From an optimization exercise on the open Yosys and OpenROAD flow, aimed at small area and a short achievable clock period; shortcuts taken in it are not production practice.
Function was not checked in any run shown here: the RTL went through the layout flow alone.

==> flow/design.v (outline; a module is shown in full before it is edited, if it fits) <==
// module FA: 6 lines
// module Filter: 1926 lines
module Filter(clk, rst, in, out);
  // ...
==> flow/run.sh <==
#!/bin/bash
# synth_recipe.tcl (not shown) runs the flow's synth.tcl, then flattens the netlist and writes it again
# the make line also repeats each setting of config.mk as NAME=value (left out here)
make -C /OpenROAD-flow-scripts/flow DESIGN_CONFIG=/design/flow/config.mk WORK_HOME=/design/flow/orfs CLKGATE_MAP_FILE= SYNTH_SCRIPT=/design/flow/synth_recipe.tcl finish
==> flow/config.mk <==
export PLATFORM = sky130hd
export DESIGN_NAME = Filter
export DESIGN_NICKNAME = Filter
export VERILOG_FILES = /design/flow/design.v
export SDC_FILE = /design/flow/constraint.sdc
export NUM_CORES = 4
export LEC_CHECK = 0
export CAP_MARGIN = 20
export CORE_MARGIN = 2
export CORE_UTILIZATION = 40
export SETUP_SLACK_MARGIN = 5
export SLEW_MARGIN = 20
export SYNTH_HIERARCHICAL = 1
==> flow/constraint.sdc <==
create_clock -name core_clock -period 14.0 [get_ports {clk}]
set_input_delay 2.8000 -clock core_clock [delete_from_list [all_inputs] [get_ports {clk}]]
set_output_delay 2.8000 -clock core_clock [all_outputs]
set_load 0.01 [all_outputs]
==> out/summary.txt, run 1 <==
Outcome -> complete, no violations
Hold slack -> 1.24 ns
GRT Max-Usage Layer -> met2
Relative slew slack -> 26.2%
Final clock-cell share -> 1.14%
Register area -> 0.00242 mm2
Fin util -> 47.9%
Buffers, non-clock -> 198
Syn Area/Cell -> 11.8 um2
Worst R2R Setup Slack -> 5.17 ns
Max Used Layer -> met4
CP max FO -> 5
Most common cell in the netlist -> fa_1
CTS Sinks -> 96
Final non-filler cell total -> 2,770
Final worst setup slack -> 5.12 ns
Commonest non-fill, non-tap cell in the layout -> fa_1
DIE AREA -> 0.0566 mm2
Grt met2 use -> 38.5%
CTS clock-pin slew for the worst setup and hold paths -> 0.09 ns
Tightest Hold Check Type -> flop to flop
Die height -> 238 um
Root Buffer Master -> clkbuf_16
GR met3 Demand/Resource -> 4.04%
Commonest cells after routing, fill and taps aside -> fa_1, ha_1, inv_1
==> run 2, diff against run 1 <==
==> flow/flow/run.sh (new file) <==
#!/bin/bash
set -euo pipefail
bash standard.sh SETUP_SLACK_MARGIN=7 finish > standard_flow.log 2>&1
==> flow/standard.sh (new file) <==
#!/bin/bash
# synth_recipe.tcl (not shown) runs the flow's synth.tcl, then flattens the netlist and writes it again
# the make line also repeats each setting of config.mk as NAME=value (left out here)
make -C /OpenROAD-flow-scripts/flow DESIGN_CONFIG=/design/flow/config.mk WORK_HOME=/design/flow/orfs CLKGATE_MAP_FILE= SYNTH_SCRIPT=/design/flow/synth_recipe.tcl "${@:-finish}"
--- a/flow/config.mk
+++ b/flow/config.mk
@@ -8,6 +8,5 @@
 export CAP_MARGIN = 20
 export CORE_MARGIN = 2
 export CORE_UTILIZATION = 40
-export SETUP_SLACK_MARGIN = 5
 export SLEW_MARGIN = 20
 export SYNTH_HIERARCHICAL = 1
removed: flow/run.sh
==> out/summary.txt, run 2 <==
Final slew viol count -> 0 (unchanged)
Relative slew slack -> 30.7% (was 26.2%)
Initial Util -> 40.5% (unchanged)
Register area share after synthesis -> 11.0% (unchanged)
Post-synth EDFFs -> 0 (unchanged)
Post-synth ARST share -> 100% (unchanged)
Mapped cell area -> 0.0219 mm2 (unchanged)
Final period util -> 64.3% (was 63.4%)
CTS Buffer Depth -> 2 (unchanged)
Vias per Instance -> 5.53 (was 5.54)
WP data arrival -> 9.28 ns (was 6.08 ns)
HPWL Detailed -> 52,600 um (was 51,400 um)
H-tree Lvls -> 3 (unchanged)
Setup Skew -> 0.0174 ns (was 0.0134 ns)
Dominant cell type by area after synthesis -> fa_1 (unchanged)
Initial antenna violation count -> 0 (unchanged)
Worst setup path category -> flop to flop (was flop to output pin)
Gr usage total -> 24.2% (was 22.6%)
Total wire length -> 65,100 um (was 60,900 um)
RSZ-0062 raised after global routing -> yes (unchanged)
DIE AREA -> 0.0566 mm2 (unchanged)
# IOs -> 66 (unchanged)
CTS tree -> yes (unchanged)
CTS clock-pin slew for the worst setup and hold paths -> 0.09 ns (about the same)
Most used cell, CP -> fa_1 (unchanged)
Area growth syn-to-layout -> 30.5% (was 18.2%)
Outcome -> complete, no violations (unchanged)
Most common cell in the netlist -> fa_1 (unchanged)
Endpoints failing setup -> 0 (unchanged)
Minimum clock period -> 9.00 ns (was 8.88 ns)
Top-area cell type share of the netlist area -> 47.3% (unchanged)
Mux cell area share after synthesis -> 0.0457% (unchanged)
Clock Latency Late Sink -> 0.41 ns (was 0.39 ns)
CTS Hold Bufs -> 0 (unchanged)
CP max FO -> 8 (was 5)
CP max-delay cell -> fa_2 (was clkdlybuf4s50_1)
Post-synth top cells -> fa_1, ha_1, inv_1 (unchanged)
Tightest Hold Check Type -> flop to flop (unchanged)
Antenna viol nets, final -> 0 (unchanged)
DRC viols -> 0 (unchanged)
Initial drt markers -> 899 (was 821)
Commonest non-fill, non-tap cell in the layout -> fa_1 (unchanged)
Critical path launch point type -> flop (unchanged)
Largest family of logic cells by synthesized area -> adder cells (unchanged)
Pin count of the biggest net entering global routing -> 51 (unchanged)
Post-synthesis compound-gate area fraction -> 12.0% (unchanged)
Synth Net Count -> 2,654 (unchanged)
WP data required -> 14.28 ns (was 11.20 ns)
Syn Inst Count -> 1,863 (unchanged)
Share of layout cells above drive strength 1 -> 31.9% (was 16.7%)
Simple-gate area share of the yosys netlist -> 7.37% (unchanged)
Die height -> 238 um (unchanged)
Biggest regs -> S x32, v x32, w1 x32 (unchanged)
Root Buffer Master -> clkbuf_16 (unchanged)
NumNets Final -> 2,996 (was 2,859)
Worst-margin pin slew -> 1.03 ns (was 1.10 ns)
Hold slack -> 1.18 ns (was 1.24 ns)
Row cnt -> 85 (unchanged)
Port Buffers -> 65 (unchanged)
Commonest cells after routing, fill and taps aside -> fa_1, buf_4, ha_1 (was fa_1, ha_1, inv_1)
Gpl congestion -> 0.926 (was 0.912)
Final hold vios -> 0 (unchanged)
DR WL/cell -> 22.4 um (was 22.0 um)
Syn Area/Cell -> 11.8 um2 (unchanged)
F_max -> 0.111 GHz (was 0.113 GHz)
First-pass GRT wire length -> 103,000 um (was 95,900 um)
CTS Sinks -> 96 (unchanged)
Hold Crit Depth -> 3 (was 4)
Remaining global-route overflow -> 0 (unchanged)
Syn. warnings -> 7 (unchanged)
Top_reg_cell synth -> dfrtp_1 (unchanged)
Via count -> 16,100 (was 15,300)
Filler Cells Inserted -> 4,578 (was 4,946)
Synth Area in XOR/XNOR -> 6.15% (unchanged)
CP max stage delay -> 0.58 ns (was 0.55 ns)
Synth top area cells -> fa_1, ha_1, dfrtp_1 (unchanged)
Adder-Cell Fraction of Synth Area -> 61.0% (unchanged)
Fin util -> 52.9% (was 47.9%)
1st-pass router iterations -> 6 (was 5)
Max-Cap Viols -> 0 (unchanged)
Die Wd -> 238 um (unchanged)
Vias in the first global route -> 18,200 (was 17,100)
Yosys reg bits -> 96 (unchanged)
Final setup TNS -> 0 ns (unchanged)
Worst R2R Path Depth -> 34 (was 33)
Core area -> 0.0540 mm2 (unchanged)
Post-synth cell types -> 72 (unchanged)
# diodes -> 0 (was 1)
Worst setup EP type -> flop (was output pin)
CTS Buf Count -> 9 (unchanged)
[run 2: worst paths after layout]
kind	from	slack, ns	end
min reg2reg	v[30]$_DFF_PN0_	1.18	w1[31]$_DFF_PN0_
max reg2reg	v[10]$_DFF_PN0_	5.00	v[29]$_DFF_PN0_
max in group asynchronous	rst	10.28	w1[0]$_DFF_PN0_
min	v[30]$_DFF_PN0_	1.18	w1[31]$_DFF_PN0_
min in group asynchronous	rst	2.43	v[22]$_DFF_PN0_
max	v[10]$_DFF_PN0_	5.00	v[29]$_DFF_PN0_
[run 2: per-layer routing]
| metal | wire length [um] | GRT usage, % | vias up |
|---|---|---|---|
| met5 | 0 | 0 | - |
| met4 | 1940 | 6.40 | 0 |
| met3 | 2680 | 3.55 | 89 |
| met2 | 33400 | 42.8 | 356 |
| met1 | 27100 | 31.2 | 8534 |
| li1 | - | - | 7091 |
[run 2: stage by stage]
stage / worst slack, ns / area, um2 / instances
detailed placement: 4.25 / 24400 / 2653
floorplan: 5.68 / 22700 / 1863
finish: 5.00 / 28600 / 2906
CTS: 5.11 / 27800 / 2855
global placement: 4.25 / 24400 / 2653
global route: 4.72 / 28600 / 2906
[run 2: Yosys stat by module (local to each module, per instance)]
module / cells / times used / flip-flops and latches / area (um2)
Filter: 1347 / 1 / 96 / 11600
FA: 1 / 516 / 0 / 20.0
[run 2: final cells by class]
cell class	instances	area [um2]	share of cell area (%)
well taps	696	871	3.05
flip-flops and latches	96	2430	8.49
clock inverters	6	62.6	0.219
inverters	144	587	2.05
multi-input cells	1619	21500	75.2
clock buffers	10	239	0.836
repair buffers	335	2900	10.1
[run 2: logic make-up (layout without fill, tap and decap cells)]
logic type               after synthesis  after routing
adder cells (fa/ha/maj)              757            757
AO/OA/AOI/OAI                        388            388
XOR/XNOR                             153            153
multiplexers                           1              1
AND/OR/NAND/NOR                      320            320
buffers and inverters                148            495
flip-flops                            96             96
[run 2: worst max-delay path: cells and delay by family (launching register included)]
family          cells  cell delay, ns
fa+ha+maj           9            4.01
compound gates     11            2.16
simple gates        7            1.25
buf+inv             5            0.71
flops               1            0.41
xor+xnor            2            0.31
[run 2: what timing repair did]
| item | in CTS | in global routing |
|---|---|---|
| setup endpoints to repair | 88 | 87 |
| pin swaps | 126 | 76 |
| setup buffers | 186 | 51 |
| resized for setup | 447 | 86 |

[static timing again, ports no longer ideal]
Ports are ideal in the flow. The routed layouts listed here were re-timed in OpenROAD. Step 1, drivers: a clkbuf_16 drives clk and a buf_2 each remaining input, both assumed. Step 2 moves the port delays by t, midway between the first and last clock arrival at a register: inputs arrive t later, outputs are due t later. That takes back most of the time a late clock gives input paths. Three values: ideal, step 1, step 2; two values: the first two.
run	shift t [ns]	slack for setup (ns)	hold WS [ns]	cell pins on the clock port's net
run 1	0.436	5.120 / 5.067 / 5.171	1.235 / 1.235 / 1.235	1
run 2	0.452	4.995 / 4.995 / 4.995	1.182 / 1.182 / 1.182	1
After both steps setup and hold are still met in every run listed.
